Context: an optimization exercise on an open-source flow, tuned for small area, a short achievable clock period and few clock cycles per item. The choices shown serve that exercise and are no tape-out recipe.
No run shown here included a check of the RTL's function; only the layout flow was run.
Power is estimated from default activity; no workload was simulated.

==> flow/design.v (outline; a module is shown in full before it is edited, if it fits) <==
// module matrix2x2_mult: 67 lines
// module mm_t1i: 424 lines
// module mm_addi: 210 lines
// module mm_t1t: 424 lines
// module mm_addt: 211 lines
// module mm_nand: 1 lines
// module mm_nor: 1 lines
// module mm_and: 1 lines
// module mm_or: 1 lines
// module mm_xor: 1 lines
// module mm_xnor: 1 lines
// module mm_inv: 1 lines
// module mm_a21oi: 1 lines
// module mm_o21ai: 1 lines
// module mm_fa: 7 lines
module matrix2x2_mult (
    input       clk,
    input       rst,
    input       start,
    input [7:0]  a00, a01,
    input [7:0]  a10, a11,
    input [7:0]  b00, b01,
    input [7:0]  b10, b11,
    output [16:0] c00, c01,
    output [16:0] c10, c11,
    output done
);
  // ...
==> flow/flow/run.sh <==
#!/bin/bash
# The standard layout, with plain buffers (buf_2) on the ports instead of the
# delay buffer buffer_ports picks by default.
set -euo pipefail
bash standard.sh "BUFFER_PORTS_ARGS=-buffer_cell sky130_fd_sc_hd__buf_2" finish > standard_flow.log 2>&1
==> flow/standard.sh <==
#!/bin/bash
# synth_recipe.tcl (not shown) runs the flow's synth.tcl, then flattens the netlist and writes it again
# the make line also repeats each setting of config.mk as NAME=value (left out here)
make -C /OpenROAD-flow-scripts/flow DESIGN_CONFIG=/design/flow/config.mk WORK_HOME=/design/flow/orfs CLKGATE_MAP_FILE= SYNTH_SCRIPT=/design/flow/synth_recipe.tcl "${@:-finish}"
==> flow/config.mk <==
export PLATFORM = sky130hd
export DESIGN_NAME = matrix2x2_mult
export DESIGN_NICKNAME = matrix2x2_mult
export VERILOG_FILES = /design/flow/design.v
export SDC_FILE = /design/flow/constraint.sdc
export NUM_CORES = 4
export LEC_CHECK = 0
export CAP_MARGIN = 20
export CORE_MARGIN = 2
export CORE_UTILIZATION = 65
export CTS_BUF_LIST = sky130_fd_sc_hd__clkbuf_16
export CTS_CLUSTER_DIAMETER = 150
export CTS_CLUSTER_SIZE = 30
export SETUP_SLACK_MARGIN = 4.0
export SLEW_MARGIN = 20
export SYNTH_HIERARCHICAL = 1
export SYNTH_MINIMUM_KEEP_SIZE = 0
==> flow/constraint.sdc <==
create_clock -name core_clock -period 7.0 [get_ports {clk}]
set_input_delay 1.4000 -clock core_clock [delete_from_list [all_inputs] [get_ports {clk}]]
set_output_delay 1.4000 -clock core_clock [all_outputs]
set_load 0.01 [all_outputs]
==> summary.md, run 1 <==
The flow ran to the end and the layout has no timing, DRC or antenna violations. The tools report the startpoint of the most critical register-to-register path as nb01[4]. The critical path in this run is classified as reg -> reg. Yosys attributes the largest share of cell area to sky130_fd_sc_hd__fa_1 41%, sky130_fd_sc_hd__dfxtp_1 36%, sky130_fd_sc_hd__nand2_1 5.9%. Slowest cell on the critical path: sky130_fd_sc_hd__dfxtp_1. Leaving out fill and tap cells, the most frequent cell in the layout is sky130_fd_sc_hd__fa_1. The tool flagged a number of max-cap violations equal to 0.

After detailed routing, the number of vias per cell comes to 5.47. In this run the tightest slew margin relative to its limit is 45.9%. The number of global-route vias before repair was 13.6k; the synthesized flop and latch total was 355. Pin placement for this block handled 136 I/O pins. Wire length of the first global-routing pass: 68700 um. The fraction of area in multi-input gates is 56.9%, and the data arrival time at the worst-slack endpoint is 3.23 ns. The run gives 1 as the level count of the clock H-tree. The post-synthesis average cell area was 11.4 um^2; the synthesized-area fraction occupied by ao, oa, aoi and oai cells was 2.93%. The logs give 2274 for the number of standard cells in the layout, taps in and fillers out and 36.1% for the sequential-to-total area share from yosys stat. Setup slack closes at 4.18 ns.

The multi-input combinational cells in the finished layout cover a total of 12100 um^2. Layout cell share with drive strength beyond 1: 10.4%. The worst hold path startpoint was v[0]. In this run the static leakage power is 9.14 nW. After the first detailed-routing iteration, the DRC count stood at 813.

The vertical die dimension is 178 um, and the number of cells on the worst hold path is 0. The number of buffers and inverters on the critical path is 0. The type of destination of the critical path is a register. In this run the clock root is driven by a sky130_fd_sc_hd__clkbuf_16.

The fraction of power spent switching nets works out to 41.8%. For this floorplan the total number of well-tap instances is 390. The cell total after placement is 2257, and the total wire length is 43000 um.
==> run 2: changes to the inputs <==
--- a/flow/config.mk
+++ b/flow/config.mk
@@ -11,7 +11,7 @@
 export CTS_BUF_LIST = sky130_fd_sc_hd__clkbuf_16
 export CTS_CLUSTER_DIAMETER = 150
 export CTS_CLUSTER_SIZE = 30
-export SETUP_SLACK_MARGIN = 4.0
+export SETUP_SLACK_MARGIN = 4.3
 export SLEW_MARGIN = 20
 export SYNTH_HIERARCHICAL = 1
 export SYNTH_MINIMUM_KEEP_SIZE = 0
==> run 2 against run 1 <==
Global-route usage increased by 0.16 points. Synthesized area did not move. Setup slack improved by 0.17 ns. Sequential share of layout area rose by 0.071 points. Cell area increased by 2.1%. Synthesized cell count unchanged. Cell count is 0.40% higher. Core utilization up 1.5 points. Via count rose by 0.30%. Clock power about the same. Wire length rose by 1.2%. Still clean.
==> summary.md, run 2 <==
The flow ran to the end and the layout has no timing, DRC or antenna violations. After synthesis, the largest area contributor takes up 40.9% of total cell area. Once layout is done, the placed cells without fillers occupy 21800 um^2. Setup violations remaining at the end of the flow were counted as 0. The number of standard cells in the layout, taps in and fillers out is 2283 (+0.40%). The number of enable-type register cells in the synthesized netlist is 0. In this run the standard cell core region covers 29800 um^2. The tools report the total wire length as 43500 um (+1.2%). For the total count of hold-check failures in the final report, the log shows 0. Post-synthesis average cell area: 11.4 um^2 (unchanged). Clock-pin slew was measured on the worst setup and hold paths at 0.11 ns. The cell total after placement is 2257 (unchanged).

Area of the die: 31800 um^2. Counting instances in the post-synthesis netlist gives the leading cell types as 404 x sky130_fd_sc_hd__fa_1, 352 x sky130_fd_sc_hd__dfxtp_1, 308 x sky130_fd_sc_hd__nand2_1, 308 x sky130_fd_sc_hd__nor2_1, 137 x sky130_fd_sc_hd__inv_1. The biggest fanout along the worst timing path came out at 8. After synthesis, the cell types taking the most area are sky130_fd_sc_hd__fa_1 41%, sky130_fd_sc_hd__dfxtp_1 36%, sky130_fd_sc_hd__nand2_1 5.9%.

At the placement stage, the worst setup path has a slack of 4.21 ns. For this run, the total global-route usage over all layers was measured as 29.0%. The count of antenna diodes in the layout is 0.

In the layout the commonest cells are 396 x sky130_fd_sc_hd__fa_1, 303 x sky130_fd_sc_hd__nand2_1, 302 x sky130_fd_sc_hd__nor2_1, 229 x sky130_fd_sc_hd__dfxtp_1, 138 x sky130_fd_sc_hd__inv_1. In the routed design, unresolved DRC markers number 0. The final-layout fill cell count was 2120; the slew at the pin with the worst max-slew slack was 0.587 ns. The number of global-route vias before repair is 13.6k (+0.037%). The top-level I/O count was 136 (unchanged).

Required time of the critical path: 7.40 ns. In this run the cell area measured after placement is 20900 um^2. The run gives 7290 um^2 as the sequential cell area. The average wire length per cell after detail routing was 19.1 um; the number of pins exceeding their max-slew limit in the final report was 0. The run gives 0 as the count of nets left with antenna violations after detail routing. Dividing the final minimum period by the clock period gives 37.9%. The run gives 0 as the initial antenna violation count. The routed design could run at a clock period as short as 2.65 ns. Clock tree synthesis selected as its root buffer the cell sky130_fd_sc_hd__clkbuf_16. Setup repair after global routing could not meet its margin everywhere. The level count of the clock H-tree is 1 (unchanged). The logs give 4.35 ns (+0.174 ns) for the final worst setup slack and 32 for the pin count of the biggest net entering global routing. The most frequent standard cell in the layout excluding fill and tap cells is sky130_fd_sc_hd__fa_1.

Clock tree synthesis inserted a total of 15 buffers. Derived from the worst setup path, the maximum achievable clock frequency is 377 MHz. The synthesized netlist occupies a cell area of 19800 um^2. Detailed routing inserted a total of 12.5k vias.

The most area-hungry cell type in the Yosys netlist was sky130_fd_sc_hd__fa_1. STA classifies the critical path endpoint as a register. For this configuration, the core starts out at a cell density of 66.3%.

During placement, the flow inserted port buffers numbering 135. The critical path in this run is classified as reg -> reg. The run gives 0.52 ns as the source-to-sink clock delay at the later pin of the worst-skew pair. Multi-input logic area: 12300 um^2 (+1.8%). The iteration-0 DRC count of the detailed router is 804 (-1.1%).

The die boundary width is 178 um, and the wire length of the first global-routing pass is 69100 um (+0.56%). The share of async-settable or async-resettable flops after synthesis works out to 0.845%. The final weighted congestion in routability-driven placement was 0.937. Net total in the final layout: 2364.

The synthesized flop and latch total came out at 355 (unchanged). The vertical die dimension works out to 178 um (unchanged). Sequential-to-total area share from yosys stat: 36.1% (unchanged).

Yosys instantiated no cell more often than sky130_fd_sc_hd__fa_1. For the maximum VDD drop, the log shows 0.480 mV. TritonCTS built the clock tree. The run gives 9.23 nW (+1.0%) as the static leakage.

The run gives 3.05 ns (-0.18 ns) as the data arrival time at the worst-slack endpoint. The max-cap violation count is 0 (unchanged). Counting distinct cell types in the post-synthesis netlist gives 12. The areal power density over the cells was 447 nW/um^2. The number of nets handed over by synthesis was 2203.

The critical path startpoint category was a register. The clock passes through at most 3 buffers. The number of warnings reported in the yosys synthesis log is 7, and the area growth from synthesis to layout is 10.2%.

The worst hold path belongs to the class reg -> reg. After floorplanning, the core was divided into 63 placement rows. For this design, the CTS-stage hold fixing added 0 buffers. On the final layout, the worst clock skew is 0.0148 ns. The number of sinks driven by the clock tree is 355. The final setup TNS is 0 ns.

The layout cell share with drive strength beyond 1 was 19.1% (+8.7 points); the total global routing overflow was 0. The synthesized netlist cell count is 1732, and the sum of net half-perimeters after detailed placement is 34400 um. The ratio of routed vias to standard cells came out at 5.47 (about the same). The tightest slew margin relative to the limit is 60.7% (+15 points), and the number of optimization iterations in the first detailed-route pass is 5. Among all flip-flop cells after synthesis, the most frequent one is sky130_fd_sc_hd__dfxtp_1.
-- run 2: cell count changes in the layout (fill, tap and decap cells not counted), moves of 5 or more --
cell / delta
sky130_fd_sc_hd__buf_4: +9
sky130_fd_sc_hd__nor2_1: -6
sky130_fd_sc_hd__dfxtp_4: +5
sky130_fd_sc_hd__nand2_2: +5
sky130_fd_sc_hd__dfxtp_2: +118
sky130_fd_sc_hd__o21ai_1: -7
sky130_fd_sc_hd__nand2_1: -5
sky130_fd_sc_hd__xnor2_1: -5
sky130_fd_sc_hd__fa_1: -8
sky130_fd_sc_hd__dfxtp_1: -123
sky130_fd_sc_hd__fa_2: +8
-- run 2: Yosys stat by module (local to each module, per instance), a selection --
module,times used,cells
matrix2x2_mult,1,420
mm_fa,404,1
mm_a21oi,42,1
mm_xnor,56,1
mm_xor,60,1
mm_and,10,1
mm_or,10,1
mm_o21ai,42,1
mm_inv,72,1
mm_nand,308,1
mm_nor,308,1
-- run 2: cells by family (layout without fill, tap and decap cells) --
family,after synthesis,after routing,share of synthesized area [%]
and+or+nand+nor,636,636,12.3
adders and majority gates,404,404,40.9
DFF,355,355,36.1
buffers and inverters,137,298,2.60
xor gates and xnor gates,116,116,5.14
AOI/OAI and AO/OA,84,84,2.93
-- run 2: path summary, 6_finish.rpt --
path                              start  endpoint  slack [ns]  depth (start not counted)
worst min register to register     v[0]      v[1]        0.39                          0
worst max-delay path            tb10[1]  q_00[11]        4.35                          5
max in group asynchronous           rst      v[0]        6.13                          2
worst max register to register  tb10[1]  q_00[11]        4.35                          5
worst min-delay path               v[0]      v[1]        0.39                          0
min in group asynchronous           rst      v[1]        0.73                          2
-- run 2: layout make-up --
type,count,share of cell area (%)
Sequential cell,355,33.5
Clock inverter,2,0.0517
Tap cell,390,2.24
Multi-Input combinational cell,1240,56.7
Inverter,137,2.36
Timing Repair Buffer,144,3.41
Clock buffer,15,1.72
-- run 2: layer usage --
metal | track usage [%] | wire length [um]
met1 | 36.4 | 16000
met2 | 50.5 | 22300
met3 | 5.78 | 3630
met4 | 9.76 | 1580
met5 | 0 | 0
-- run 2: per-stage QoR --
stage / total power [mW] / utilization [%] / hold WS [ns]
2_1_floorplan: 6.95 / - / 0.331
4_1_cts: 9.25 / 72.0 / 0.399
6_report: 9.73 / 73.1 / 0.388
3_5_place_dp: 8.06 / 70.2 / 0.365
5_1_grt: 10.6 / 73.1 / 0.397
3_3_place_gp: 7.88 / 70.2 / 0.335
-- run 2: where the power goes --
part           switching, mW  total (mW)  internal, mW
registers              0.348        3.05          2.70
logic                   3.14        5.69          2.55
clock network          0.602       0.994         0.393
total                   4.09        9.73          5.64
-- run 2: timing repair --
action / in CTS / in global routing
endpoints found under the setup margin: 34 / 58
gates resized for setup: 75 / 100
setup buffers: 1 / 8
pin swaps: 2 / 16
-- run 2: critical path, stage by stage (launching register included) --
cell,delay (ns)
sky130_fd_sc_hd__dfxtp_2,0.46
sky130_fd_sc_hd__nand2_1,0.11
sky130_fd_sc_hd__fa_1,0.51
sky130_fd_sc_hd__fa_1,0.58
sky130_fd_sc_hd__fa_1,0.44
sky130_fd_sc_hd__fa_1,0.44
==> run 3: changes to the inputs <==
--- a/flow/config.mk
+++ b/flow/config.mk
@@ -11,7 +11,7 @@
 export CTS_BUF_LIST = sky130_fd_sc_hd__clkbuf_16
 export CTS_CLUSTER_DIAMETER = 150
 export CTS_CLUSTER_SIZE = 30
-export SETUP_SLACK_MARGIN = 4.3
+export SETUP_SLACK_MARGIN = 4.6
 export SLEW_MARGIN = 20
 export SYNTH_HIERARCHICAL = 1
 export SYNTH_MINIMUM_KEEP_SIZE = 0
==> run 3 against run 2 <==
Still clean. Non-clock buffer count is 173 higher. Power up 17%. Flip-flop and latch count unchanged. First-iteration DRC count increased by 34%. Cell area increased by 15%. Sequential power about the same. Via count is 9.5% higher. Sequential share of layout area is 3.0 points lower. Largest power group unchanged. Highest routed layer is now met5.
==> summary.md, run 3 <==
For the sum of net half-perimeters after detailed placement, the log shows 34600 um (+0.72%). The required time of the critical path is 7.39 ns (about the same), and the post-layout minimum cycle time is 2.63 ns (-0.0230 ns). The core area came out at 29800 um^2 (unchanged). The logs give 2462 (+7.8%) for the number of standard cells in the layout, taps in and fillers out and 36.1% (unchanged) for the sequential-to-total area share from yosys stat. The delay of the slowest cell on the worst path was 0.58 ns (about the same); the final-layout fill cell count was 1585 (-25%). Number of global-route vias before repair: 14.7k (+8.3%). The tools report the iteration-0 DRC count of the detailed router as 1079 (+34%).

The met3 usage was 5.07% (-0.70 points); the top-level I/O count was 136 (unchanged). The cell at the root of the clock tree was sky130_fd_sc_hd__clkbuf_16. The global routing stage identified its most utilized layer as met2.

The run gives 19800 um^2 (unchanged) as the combined area of all synthesized cells. Setup repair after global routing could not meet its margin everywhere. The part of the power in registers is 27.0% (-4.3 points), and the total routing usage reported by global routing is 31.2% (+2.2 points). The areal power density over the cells was 454 nW/um^2 (+1.5%).

The final period utilization came out at 37.5% (-0.33 points). The ratio of routed vias to standard cells came out at 5.55 (+1.5%). The biggest fanout along the worst timing path works out to 5 (-3).

The setup path with the least slack is of type reg -> reg. The most area-hungry cell type in the Yosys netlist is sky130_fd_sc_hd__fa_1. The tools report the total wire length as 49900 um (+15%). The data arrival time at the worst-slack endpoint is 3.02 ns (-0.03 ns). The pin count of the biggest net entering global routing was 32 (unchanged). The worst setup path is launched from a register.

The total global routing overflow was 0 (unchanged). The post-route DRC violation count was 0 (unchanged). For the cell-internal power, the log shows 6.62 mW (+17%).

The run gives 0 (unchanged) as the number of pins exceeding their max-slew limit in the final report. The post-synthesis average cell area was 11.4 um^2 (unchanged); the number of optimization iterations in the first detailed-route pass was 7 (+2). For the floorplan row count, the log shows 63 (unchanged).

The portion of total power attributed to the clock network was 8.9% (-1.3 points); the sequential cell area was 7620 um^2 (+4.5%). The synthesized netlist cell count is 1732 (unchanged). Ranked by instance count, the synthesized netlist is headed by 404 x sky130_fd_sc_hd__fa_1, 352 x sky130_fd_sc_hd__dfxtp_1, 308 x sky130_fd_sc_hd__nand2_1, 308 x sky130_fd_sc_hd__nor2_1, 137 x sky130_fd_sc_hd__inv_1. The tools report the total count of hold-check failures in the final report as 0 (unchanged). The fraction of power consumed by combinational cells was 64.1% (+5.6 points); the total vias in the final route was 13.7k (+9.5%). The logs give 12 (unchanged) for the number of unique standard cell types used by synthesis and 74200 um (+7.4%) for the wire length of the first global-routing pass.

The tools report the source-to-sink clock delay at the later pin of the worst-skew pair as 0.52 ns (about the same). Initial antenna violation count: 4 (+4). In this run the most critical hold path is launched from v[0]. sky130_fd_sc_hd__fa_1 is the most common cell in the netlist. The tools report the net switching power as 4.74 mW (+16%).

The setup skew after layout is 0.0195 ns (+0.00468 ns), and the number of cells on the worst reg-to-reg path is 5 (unchanged). The slew at the pin with the worst max-slew slack came out at 0.555 ns (-0.0319 ns). The layout cell share with drive strength beyond 1 is 44.6% (+26 points). The average wire length per cell after detail routing is 20.3 um (+6.4%). For the number of clock buffers inserted by TritonCTS, the log shows 15 (unchanged). The final setup TNS is 0 ns (unchanged).

The slowest stage of the critical path is the sky130_fd_sc_hd__fa_1 cell. The met2 capacity usage during global routing was 54.1% (+3.6 points). Sorting the synthesized cells by area gives the leading types as sky130_fd_sc_hd__fa_1 41%, sky130_fd_sc_hd__dfxtp_1 36%, sky130_fd_sc_hd__nand2_1 5.9%.

The synthesized flop and latch total works out to 355 (unchanged). TritonCTS built the clock tree. The number of sinks driven by the clock tree came out at 355 (unchanged). Vertical die dimension: 178 um (unchanged).

The share of the synthesized area in the top cell type came out at 40.9% (unchanged). The min-delay analysis places its worst path in the category reg -> reg. The level count of the clock H-tree was 1 (unchanged); the max-cap violation count was 0 (unchanged). Number of warnings reported in the yosys synthesis log: 7 (unchanged).

Leaving out fill and tap cells, the most frequent cell in the layout is sky130_fd_sc_hd__nand2_1. The peak clock frequency supported by timing was 381 MHz (+0.88%). The library cells used most frequently in the layout, excluding fill and tap cells, are 266 x sky130_fd_sc_hd__nand2_1, 215 x sky130_fd_sc_hd__nor2_1, 213 x sky130_fd_sc_hd__fa_2, 193 x sky130_fd_sc_hd__dfxtp_1, 191 x sky130_fd_sc_hd__fa_1.

Startpoint of the most critical register-to-register path: tb01[2]. The area of the die came out at 31800 um^2 (unchanged). The number of cells on the worst hold path was 0 (unchanged). Final weighted congestion in routability-driven placement: 0.902 (-3.8%). The tools report the post-synth net total as 2203 (unchanged). Die boundary width: 178 um (unchanged).

The cell total after placement is 2257 (unchanged), and the number of failing setup endpoints in the final timing report is 0 (unchanged). The area growth from synthesis to layout came out at 26.7%. The run gives 3 (unchanged) as the maximum number of buffers from clock root to sink.

The count of antenna diodes in the layout was 0 (unchanged). The tools report the static leakage as 10.3 nW (+11%). The count of nets left with antenna violations after detail routing came out at 0 (unchanged). Tracing the worst setup path back leads to its startpoint at tb01[2]. The met1 usage in global routing is 38.1% (+1.7 points). The run finished with no timing, DRC or antenna violations.

The number of enable-type register cells in the synthesized netlist works out to 0 (unchanged). The run gives 13500 um^2 (+9.6%) as the multi-input logic area. The type of destination of the critical path is a register. The clock transition at the registers of the reported paths was 0.12 ns (about the same); the net total in the final layout was 2537 (+7.3%). Quantity of I/O buffers inserted on ports: 135 (unchanged). The signal on the critical path passes through nand2_2 -> fa_1 -> fa_2 -> fa_1 -> fa_2.

The maximum VDD drop came out at 0.593 mV (+24%). The fraction of power spent switching nets is 41.7% (-0.33 points). Main flop type after synthesis: sky130_fd_sc_hd__dfxtp_1. The share of async-settable or async-resettable flops after synthesis was 0.845% (unchanged); the tightest slew margin relative to the limit was 62.7% (+2.0 points). For the starting density of the core, the log shows 66.3% (unchanged).
==> run 3: worst max-delay path: cells and delay by family (launching register included) <==
family / cells / cell delay (ns)
simple gates: 1 / 0.08
fa+ha+maj: 4 / 1.99
flops: 1 / 0.43
==> run 3: Yosys stat by module, one instance, submodules excluded, excerpt <==
module | area [um^2] | flops+latches | cells
matrix2x2_mult | 7370 | 355 | 420
mm_fa | 20.0 | 0 | 1
mm_a21oi | 8.76 | 0 | 1
mm_xnor | 8.76 | 0 | 1
mm_xor | 8.76 | 0 | 1
mm_and | 6.26 | 0 | 1
mm_or | 6.26 | 0 | 1
mm_o21ai | 5.00 | 0 | 1
mm_inv | 3.75 | 0 | 1
mm_nand | 3.75 | 0 | 1
mm_nor | 3.75 | 0 | 1
==> run 3: kinds of logic after synthesis <==
logic type / synth area share [%]
AO/OA/AOI/OAI: 2.93
flip-flops: 36.1
adder cells (fa/ha/maj): 40.9
buffers and inverters: 2.60
XOR/XNOR: 5.14
AND/OR/NAND/NOR: 12.3
==> run 3: worst paths after layout <==
path / to / slack [ns]
worst max register to register: q_11[11] / 4.37
worst min-delay path: v[1] / 0.38
worst max-delay path: q_11[11] / 4.37
max in group asynchronous: v[0] / 6.13
worst min register to register: v[1] / 0.38
min in group asynchronous: v[1] / 0.74
==> run 3: power groups by stage <==
stage,logic [mW],clock network (mW),registers (mW)
3_3_place_gp,5.07,0,3.08
2_1_floorplan,4.11,0,3.12
5_1_grt,8.03,1.11,3.13
6_report,7.28,1.01,3.06
3_5_place_dp,5.29,0,3.10
4_1_cts,6.20,1.03,3.03
==> run 3: metrics by stage <==
stage	setup slack [ns]	hold slack, ns	utilization, %	instance area (um^2)	total power [mW]
floorplan	4.52	0.331	-	20100	7.22
global placement	4.34	0.340	71.3	21200	8.16
detailed placement	4.33	0.353	71.3	21200	8.39
CTS	4.41	0.385	79.6	23700	10.3
global route	4.31	0.391	84.0	25000	12.3
finish	4.37	0.375	84.0	25000	11.4
==> run 3: cell type report <==
| type | count | area share, % |
|---|---|---|
| Inverter | 137 | 2.05 |
| Tap cell | 390 | 1.95 |
| Multi-Input combinational cell | 1240 | 54.1 |
| Clock buffer | 15 | 1.50 |
| Sequential cell | 355 | 30.4 |
| Timing Repair Buffer | 317 | 9.87 |
| Clock inverter | 8 | 0.135 |
==> run 3: what timing repair did <==
action / 4_1_cts / 5_1_grt
resized for setup: 378 / 237
pin swaps: 142 / 109
setup buffers: 115 / 67
hold buffers: 0 / 0
cloned: 0 / 0
endpoints found under the setup margin: 111 / 120
==> run 3: layer usage <==
metal  up-vias  wire length (um)
met3       204              4050
met5         -                62
met4         6              2690
li1       5853                 -
met1      6883             17100
met2       724             26100

==> what the ideal ports hide <==
No port has a modelled driver above. Below, the same layouts with a new extraction and two added sets of constraints. Step 1: set_driving_cell puts a clkbuf_16 on clk and a buf_2 on each other input, an assumption about the parent block. Step 2 times the ports against the registers' clock, not the clock port: input delays grow and output delays shrink by t, the midpoint of the rising clock arrivals with the driver on. Slacks: ideal / step 1 / step 2; pairs: ideal / step 1.
| run | shift t [ns] | slack for setup (ns) | clock arrival spread, ns | pins driven straight from the clock port |
|---|---|---|---|---|
| run 1 | 0.557 | 4.176 / 4.176 / 4.176 | 0.016 / 0.016 | 1 |
| run 2 | 0.559 | 4.350 / 4.350 / 4.350 | 0.016 / 0.016 | 1 |
| run 3 | 0.560 | 4.373 / 4.373 / 4.373 | 0.020 / 0.020 | 1 |
After both steps setup and hold are still met in every run listed.
